From an optimization exercise on the open Yosys and OpenROAD flow, aimed at small area, a short achievable clock period and few clock cycles; shortcuts taken in it are not production practice. Only simulation tests tie the RTL to the original design; equivalence was not proved. Power and IR drop assume default switching activity.

==> flow/design.v, too long to show whole: its modules and the start of the top module <==
// module dot8: 883 lines
// module csa_fa: 4 lines
// module csa_ha: 4 lines
// module matrix_mult: 60 lines
module matrix_mult #(parameter DW = 8, m = 8, n = 8)(
    input clk,
    input reset,
    input [DW-1:0] data_in,
    input start,
    output [2*DW-1:0] data_out,
    output reg done
);
  // ...
==> flow/run.sh <==
#!/bin/bash
# synth_recipe.tcl (not shown) runs the flow's synth.tcl, then flattens the netlist and writes it again
# the make line also repeats each setting of config.mk as NAME=value (left out here)
make -C /OpenROAD-flow-scripts/flow DESIGN_CONFIG=/design/flow/config.mk WORK_HOME=/design/flow/orfs CLKGATE_MAP_FILE= SYNTH_SCRIPT=/design/flow/synth_recipe.tcl finish
==> flow/config.mk <==
export PLATFORM = sky130hd
export DESIGN_NAME = matrix_mult
export DESIGN_NICKNAME = matrix_mult
export VERILOG_FILES = /design/flow/design.v
export SDC_FILE = /design/flow/constraint.sdc
export NUM_CORES = 4
export LEC_CHECK = 0
export CAP_MARGIN = 20
export CORE_MARGIN = 2
export CORE_UTILIZATION = 40
export PLACE_DENSITY = 0.6
export SETUP_SLACK_MARGIN = 5
export SLEW_MARGIN = 20
export SYNTH_HIERARCHICAL = 1
export SYNTH_MINIMUM_KEEP_SIZE = 0
==> flow/constraint.sdc <==
create_clock -name core_clock -period 8.0 [get_ports {clk}]
set_input_delay 1.6000 -clock core_clock [delete_from_list [all_inputs] [get_ports {clk}]]
set_output_delay 1.6000 -clock core_clock [all_outputs]
set_load 0.01 [all_outputs]
==> impl_metrics.toml, run 1 <==
[layout]
instances_no_fill = 4352
drive_gt1_share_pct = 14.5
seq_share_pct = 55.9
multi_input_area_sq_um = 15200
num-fill-cells = 9070
clock_buffers = 180
num_antenna_cells = 3

[critical_path]
crit_family = "adder cells"
crit_fanout = 8
worstPathCellList = "and2_4, fa_1, fa_2, fa_2, fa_1"
crit_type = "reg -> reg"
crit_path_start_kind = "flip-flop"
path_depth = 5

[pwr]
p_comb_uw = 592
power_switching_uw = 3090

[die]
rows = 120
die_x_microns = 333

[worst_hold_path]
hold_start = "bl[10][1]$_DFF_P_"
hold_path_depth = 0

[global_routing]
grt.met1_usage_pct = 22.3
first_global_vias = 21762

[detailed_routing]
route.detailed.drc = 0
wl_met1_microns = 41200

[synth]
yosysWarnings = 10
ys_seq_elements = 1370
synthTopCellsByCount = "dfxtp_1, and2_1, fa_1"
yosysMostFrequentCell = "dfxtp_1"
synth_top_area_share_pct = 60.5
synthCells = 2647
syn-cell-area_sq_um = 43200
async_reset_ff_share_pct = 0
synth-main-ff-cell = "dfxtp_1"

[placement]
post-place-ws_ps = 4720

[sta]
finalSetupTns_ps = 0
worst_slack_ps = 4990
skew_ps = 38.5

[clock_tree]
h-tree-depth = 4
cts_root_buf = "clkbuf_16"
clkSlewWorstSetupHoldPaths_ps = 60

[status]
status = "complete, no violations"
Testbench counts, summed over its fixed seeds: cycles 6,056.
==> run 2: changes to the inputs <==
--- a/flow/config.mk
+++ b/flow/config.mk
@@ -8,6 +8,8 @@
 export CAP_MARGIN = 20
 export CORE_MARGIN = 2
 export CORE_UTILIZATION = 40
+export CTS_BUF_LIST = sky130_fd_sc_hd__clkbuf_8
+export CTS_CLUSTER_SIZE = 40
 export PLACE_DENSITY = 0.6
 export SETUP_SLACK_MARGIN = 5
 export SLEW_MARGIN = 20
==> run 2 against run 1 <==
Net effect:
- clock skew up 39 ps
- sequential share of layout area rose by 0.31 points
- die area unchanged
- sequential power hardly changed
- synthesized area unchanged
- via count grew 1.8%
- wire length grew 1.4%
- register-to-register slack barely moved
- setup slack worse by 0.76 ps
- cell area fell by 0.51%
- maximum frequency hardly changed
- clock power is 9.4% lower
==> impl_metrics.toml, run 2 <==
[die]
die_h_microns = 333
dieArea_sq_um = 111000
die_x_microns = 333
rows = 120
ios = 28
initial_core_util_pct = 40.3
core_sq_um = 107000

[detailed_routing]
routedWlPerCell_microns = 20.4
viasPerCell = 4.44
drtAntennaViolNets = 0
wirelength_microns = 91300
drt_iter0_drc = 893
route.detailed.drc = 0
firstDrtPassIters = 5
vias = 19872

[layout]
final_cell_area_sq_um = 50000
final_net_count = 3429
multi_input_area_sq_um = 15200
final_cell_mix = "dfxtp_1, and2_1, fa_1"
area_growth_syn_to_layout_pct = 15.8
drive_gt1_share_pct = 18.1
final_common_cell = "dfxtp_1"
reg_top3 = "ar: 512 flops, bl: 512 flops, u_dot.st1: 193 flops"
num-fill-cells = 9177
fin_util_pct = 46.7
seq_area_sq_um = 28100

[global_routing]
grtUsageTotal_pct = 16.9
grt.overflow.total = 0
grt_max_degree = 39
grt_pass1_wl_microns = 138000
antenna_found_initial = 5
first_global_vias = 22392

[critical_path]
crit_type = "reg -> reg"
crit_path_end_kind = "flip-flop"
slowest_delay_ps = 610
crit_path_start_kind = "flip-flop"
worstPathCellList = "and2_4, fa_1, fa_2, fa_2, fa_1"
arrival_ps = 3750
path_buf_inv = 0
critPathSlowestCell = "fa_2"
crit_family = "adder cells"
crit_fanout = 8
cp_data_required_time_ps = 8750

[clock_tree]
hold_buffers = 0
clkSlewWorstSetupHoldPaths_ps = 90
cts.sinks = 1370
cts_made_buffers = 200
clk_latency_ps = 900
cts_root_buf = "clkbuf_8"
h-tree-depth = 4
clockBufferDepth = 3
cts_tree = "yes"

[pwr]
power.density_nw_per_um2 = 271
power_leakage_uw = 0.0223
ir_drop_v = 0.000183
total_power_uw = 13600

[synth]
synthCells = 2647
yosysUniqueCellTypes = 55
synth-main-ff-cell = "dfxtp_1"
synth_top_area_share_pct = 60.5
synth-edff-count = 64
ys_seq_elements = 1370
synthTopCellsByCount = "dfxtp_1, and2_1, fa_1"
syn_avg_cell_area_sq_um = 16.3
syn-cell-area_sq_um = 43200
async_reset_ff_share_pct = 0
yosysSeqAreaShare_pct = 65.0
synth_nets = 3165
yosysMostFrequentCell = "dfxtp_1"
synthTopCellsByArea = "dfxtp_1, fa_1, and2_1"
yosysTopAreaCell = "dfxtp_1"
yosysWarnings = 10

[sta]
skew_ps = 77.4
slew_headroom_pct = 33.1
worst_slew_pin_slew_ps = 1000
final-setup-viol-count = 0
worst_slack_ps = 4990
finalSetupTns_ps = 0
hold_viol = 0
rsz0062_at_grt = "true"
drv_slew = 0
final.min_clock_period_ps = 3010
max_freq_mhz = 333
fin_crit_sh_pct = 37.6

[placement]
dp_hpwl_microns = 67400
post-place-ws_ps = 4720
post_dp_cell_area_sq_um = 45200
gp_congestion = 0.911
port_buffers = 27

[run]
maxCapViolCount = 0

[worst_hold_path]
hp-class = "reg -> reg"

[status]
status = "complete, no violations"
## run 2: cell counts after synthesis
Identical to the previous run, type by type.
## run 2: layout make-up
| cell class | count | area share [%] |
|---|---|---|
| Antenna cell | 3 | 0.0150 |
| Clock buffer | 248 | 6.82 |
| Clock inverter | 117 | 1.86 |
| Inverter | 11 | 0.0825 |
| Multi-Input combinational cell | 1255 | 30.5 |
| Sequential cell | 1370 | 56.2 |
| Tap cell | 1403 | 3.51 |
| Timing Repair Buffer | 73 | 1.06 |
## run 2: layer usage
metal / part of all wire [%] / GRT usage, % / up-vias / wire length (microns)
li1: - / - / 8962 / -
met1: 45 / 22.2 / 10248 / 41500
met2: 47 / 27.5 / 469 / 43100
met3: 4.6 / 3.62 / 191 / 4210
met4: 2.7 / 6.44 / 2 / 2460
met5: 0.013 / 0 / - / 12
## run 2: kinds of logic after synthesis
group | after synthesis | share of synthesized area (%)
xor gates and xnor gates | 32 | 0.649
muxes | 74 | 1.99
buffers and inverters | 22 | 0.214
and+or+nand+nor | 585 | 8.33
adders and majority gates | 507 | 22.8
AOI/OAI and AO/OA | 57 | 0.996
DFF | 1370 | 65.0
## run 2: per-module statistics from Yosys (local to each module, per instance)
module       times used  cells  area (sq um)  flip-flops and latches
dot8                  1    910          9620                     273
matrix_mult           1   1251         24000                    1097
csa_fa              468      1          20.0                       0
csa_ha               18      1          12.5                       0
## run 2: final timing paths
| check | from | end | slack (ps) | cells after the start |
|---|---|---|---|---|
| min reg2reg | bl[1][5]$_DFF_P_ | bl[2][5]$_DFF_P_ | 290 | 0 |
| min | bl[1][5]$_DFF_P_ | bl[2][5]$_DFF_P_ | 290 | 0 |
| max | arow[13]$_DFFE_PN_ | u_dot.st1[99]$_DFF_P_ | 4990 | 5 |
| max reg2reg | arow[13]$_DFFE_PN_ | u_dot.st1[99]$_DFF_P_ | 4990 | 5 |
## run 2: report_power, final
part / switching [uW] / internal (uW) / leakage [uW] / total, uW
Clock: 2630 / 3140 / 0.00250 / 5770
Combinational: 310 / 283 / 0.00856 / 593
Sequential: 119 / 7090 / 0.0113 / 7210
## run 2: what timing repair did
action                     in CTS  in global routing
setup endpoints to repair      48                 31
buffers inserted               26                 14
pin swaps                       9                 43
gates resized for setup       111                 65
## run 2: metrics by stage
stage | instances | hold WS [ps]
after detailed placement | 4072 | 312
after CTS | 4463 | 272
after global routing | 4479 | 280
final | 4480 | 287
after global placement | 4072 | 309
after floorplan | 2647 | 310

port drivers added, routing unchanged:
In the flow no input, the clock included, has a driving cell. The finished layouts below were timed again as built, in two steps. Step 1, drivers: a clkbuf_16 drives clk and a buf_2 each remaining input, both assumed. Step 2 times the ports against the registers' clock, not the clock port: input delays grow and output delays shrink by t, the midpoint of the rising clock arrivals with the driver on. Slacks: ideal / step 1 / step 2; pairs: ideal / step 1.
| run | shift t [ns] | setup slack, ns | worst hold slack (ns) |
|---|---|---|---|
| run 1 | 0.795 | 4.994 / 4.994 / 4.994 | 0.295 / 0.295 / 0.295 |
| run 2 | 0.921 | 4.993 / 4.993 / 4.993 | 0.287 / 0.287 / 0.287 |
After both steps setup and hold are still met in every run listed.
